From an optimization exercise on the open Yosys and OpenROAD flow, aimed at small area, a short achievable clock period and few clock cycles; shortcuts taken in it are not production practice. Function was checked by simulation only, so behaviour that the tests miss may differ from the original. Power is estimated from default activity; no workload was simulated.

Setup of run 1:
==> flow/design.v (excerpt) <==
module y86_pipe (
    input clk,
    input rst,
    output [8:0] imem_addr,
    input [79:0] imem_data,
    output [8:0] dmem_addr,
    output dmem_we,
    output [63:0] dmem_wdata,
    input [63:0] dmem_rdata,
    output [1:0] stat,
    input [3:0] dbg_sel,
    output [63:0] dbg_val
);
For scale: ~4,600 cells after synthesis, roughly 300 I/O pins.
clock: 30.0 ns
lec_check: 0
cap_margin: 20
core_margin: 2
core_utilization: 55
slew_margin: 20
synth_hierarchical: 1
standard.sh (not shown) runs the stock make flow with config.mk's settings and CLKGATE_MAP_FILE= SYNTH_SCRIPT=/design/flow/synth_recipe.tcl, a recipe that flattens the netlist after the stock synthesis.
==> flow/flow/run.sh <==
#!/bin/bash
# The standard ORFS layout (the standard.sh), with:
#  - every port buffered with buf_1 instead of the default delay buffer,
#  - repair_timing asked to keep a large setup margin (the SDC is unchanged),
#  - a clock tree of clkbuf_16 with larger sink clusters and no dummy loads.
set -euo pipefail
bash standard.sh "BUFFER_PORTS_ARGS=-buffer_cell sky130_fd_sc_hd__buf_1" SETUP_SLACK_MARGIN=16 \
  "CTS_ARGS=-sink_clustering_enable -repair_clock_nets -buf_list sky130_fd_sc_hd__clkbuf_16 -sink_clustering_size 24 -sink_clustering_max_diameter 80 -dont_use_dummy_load" \
  finish > standard_flow.log 2>&1
Run 1: all stages complete, timing, DRC and antenna checks passed
Testbench counts of run 1, summed over its fixed seeds: cycles 140,205.
Changes in run 2 relative to run 1:
- a change of CORE_UTILIZATION from 55 to 60
==> flow/flow/run.sh <==
#!/bin/bash
# The standard ORFS layout (the standard.sh), with:
#  - every port buffered with buf_2 instead of the default delay buffer,
#  - repair_timing asked to keep a large setup margin (the SDC is unchanged),
#  - a clock tree of clkbuf_8 with larger sink clusters and no dummy loads.
set -euo pipefail
bash standard.sh "BUFFER_PORTS_ARGS=-buffer_cell sky130_fd_sc_hd__buf_2" SETUP_SLACK_MARGIN=16.5 \
  "CTS_ARGS=-sink_clustering_enable -repair_clock_nets -buf_list sky130_fd_sc_hd__clkbuf_8 -sink_clustering_size 20 -dont_use_dummy_load" \
  finish > standard_flow.log 2>&1
### Flow results
- Going from run 1 to run 2, clock buffer count increased by about 200% relative to the old numbers, routed wire length increased by 6.0% relative to the old numbers, final worst-path setup slack increased by 0.061 ns relative to the old numbers, met1 capacity usage during global routing increased by 5.2 points relative to the old numbers.
- Global-route met2 utilization (lower): run 1
- Delta (run 2 minus run 1): fraction of the cycle the final worst path needs now smaller; shortest period the worst path allows now smaller; count of cells resized by post-cts repair now larger; hold slack now larger; net total in the final layout now larger.
Setup changes, run 2 to run 3
- swapping 60 for 55 in CORE_UTILIZATION
==> flow/flow/run.sh <==
#!/bin/bash
# The standard ORFS layout (the standard.sh), with:
#  - every port buffered with buf_1 instead of the default delay buffer,
#  - repair_timing asked to keep a large setup margin (the SDC is unchanged),
#  - a clock tree of clkbuf_8 with larger sink clusters and no dummy loads.
set -euo pipefail
bash standard.sh "BUFFER_PORTS_ARGS=-buffer_cell sky130_fd_sc_hd__buf_1" SETUP_SLACK_MARGIN=17.5 \
  "CTS_ARGS=-sink_clustering_enable -repair_clock_nets -buf_list sky130_fd_sc_hd__clkbuf_8 -sink_clustering_size 16 -sink_clustering_max_diameter 50 -dont_use_dummy_load" \
  finish > standard_flow.log 2>&1
Run 3 vs run 2: number of standard cells in the layout, taps in and fillers out up slightly. Fraction of final layout cells sized beyond drive strength 1 ended up 3.3 points lower on run 3 than on run 2. Going from run 2 to run 3, maximum resistive drop on vdd shrinks by about 4%. Global-route usage | run 3 below run 2.
Changes in run 4 relative to run 3:
==> flow/flow/run.sh <==
#!/bin/bash
# The standard ORFS layout (the standard.sh), with:
#  - every port buffered with buf_1 instead of the default delay buffer,
#  - repair_timing asked to keep a large setup margin (the SDC is unchanged),
#  - a clock tree of clkbuf_16 with larger sink clusters and no dummy loads.
set -euo pipefail
bash standard.sh "BUFFER_PORTS_ARGS=-buffer_cell sky130_fd_sc_hd__buf_1" SETUP_SLACK_MARGIN=15 \
  "CTS_ARGS=-sink_clustering_enable -repair_clock_nets -buf_list sky130_fd_sc_hd__clkbuf_16 -sink_clustering_size 24 -sink_clustering_max_diameter 80 -dont_use_dummy_load" \
  finish > standard_flow.log 2>&1
==> summary.txt <==
Per the final summary, run 4 finished and its layout is clean on timing, DRC and antenna. Summary of the comparison: number of cell instances on the worst register-to-register path is lower in run 4, relative to run 3. Run 4 — combinational share of power 3.7 points lower, run 3 as reference. Run 4 has sequential share of layout area above what run 3 had. In run 4 the maximum level of the CTS H-tree turned out 1 lower than in run 3.
For run 5, these inputs were changed with respect to run 4:
-- flow/flow/run.sh --
<<< run 4, line 7
bash standard.sh "BUFFER_PORTS_ARGS=-buffer_cell sky130_fd_sc_hd__buf_1" SETUP_SLACK_MARGIN=15 \
>>> run 5, line 7
bash standard.sh "BUFFER_PORTS_ARGS=-buffer_cell sky130_fd_sc_hd__buf_1" SETUP_SLACK_MARGIN=15.5 \
Findings:
Clock power share across run 5 and run 4: no real change.
Status: detailed-route wire length per cell parity (run 5, run 4)
Maximum frequency improves in run 5 relative to run 4.
Met3 routing resource usage after global routing (run 5 over run 4): decrease, 0.38 points
In terms of number of instances in the placed design, run 4 and run 5 differ only marginally.
Total power delta (run 5 -> run 4): insignificant
Run 4 ended up with buf_4 as its cell type of the slowest stage on the worst timing path; run 5 ended up with or3_1.
Run 5 vs. run 4: wire length of the first global-routing pass has remained practically unchanged; number of optimization iterations in the first detailed-route pass has increased; wire length has remained practically unchanged; time the worst path needs with I/O delays and setup has decreased; net count of the finished layout has remained practically unchanged.

afterwards: timing with drivers on the ports:
How much do the figures lean on ideal ports? The routed layouts below were timed once more, with nothing changed but the port constraints.
Step 1 assumes that a clkbuf_16 drives the clock port and a buf_2 every other input.
Step 2, shift: input delay + t, output delay - t, t = (earliest + latest rising clock arrival at the registers) / 2. This alone moves slack from input paths to output paths.
Three values: no drivers, after step 1, after step 2; two values: the first two.
run | t, ns | setup slack, ns | worst hold slack (ns) | pins driven straight from the clock port
run 1 | 0.793 | 15.997 / 15.963 / 15.655 | 0.444 / 0.444 / 0.444 | 1
run 2 | 0.964 | 16.057 / 15.984 / 15.532 | 0.487 / 0.487 / 0.487 | 1
run 3 | 0.889 | 16.056 / 16.015 / 15.568 | 0.508 / 0.508 / 0.508 | 1
run 4 | 0.786 | 15.006 / 14.977 / 14.726 | 0.476 / 0.476 / 0.476 | 1
run 5 | 0.788 | 15.469 / 15.441 / 14.994 | 0.469 / 0.469 / 0.469 | 1
After both steps setup and hold are still met in every run listed. The setup slack of run 2, which loses most, moves by -0.073 ns with the drivers and by -0.525 ns with both steps.
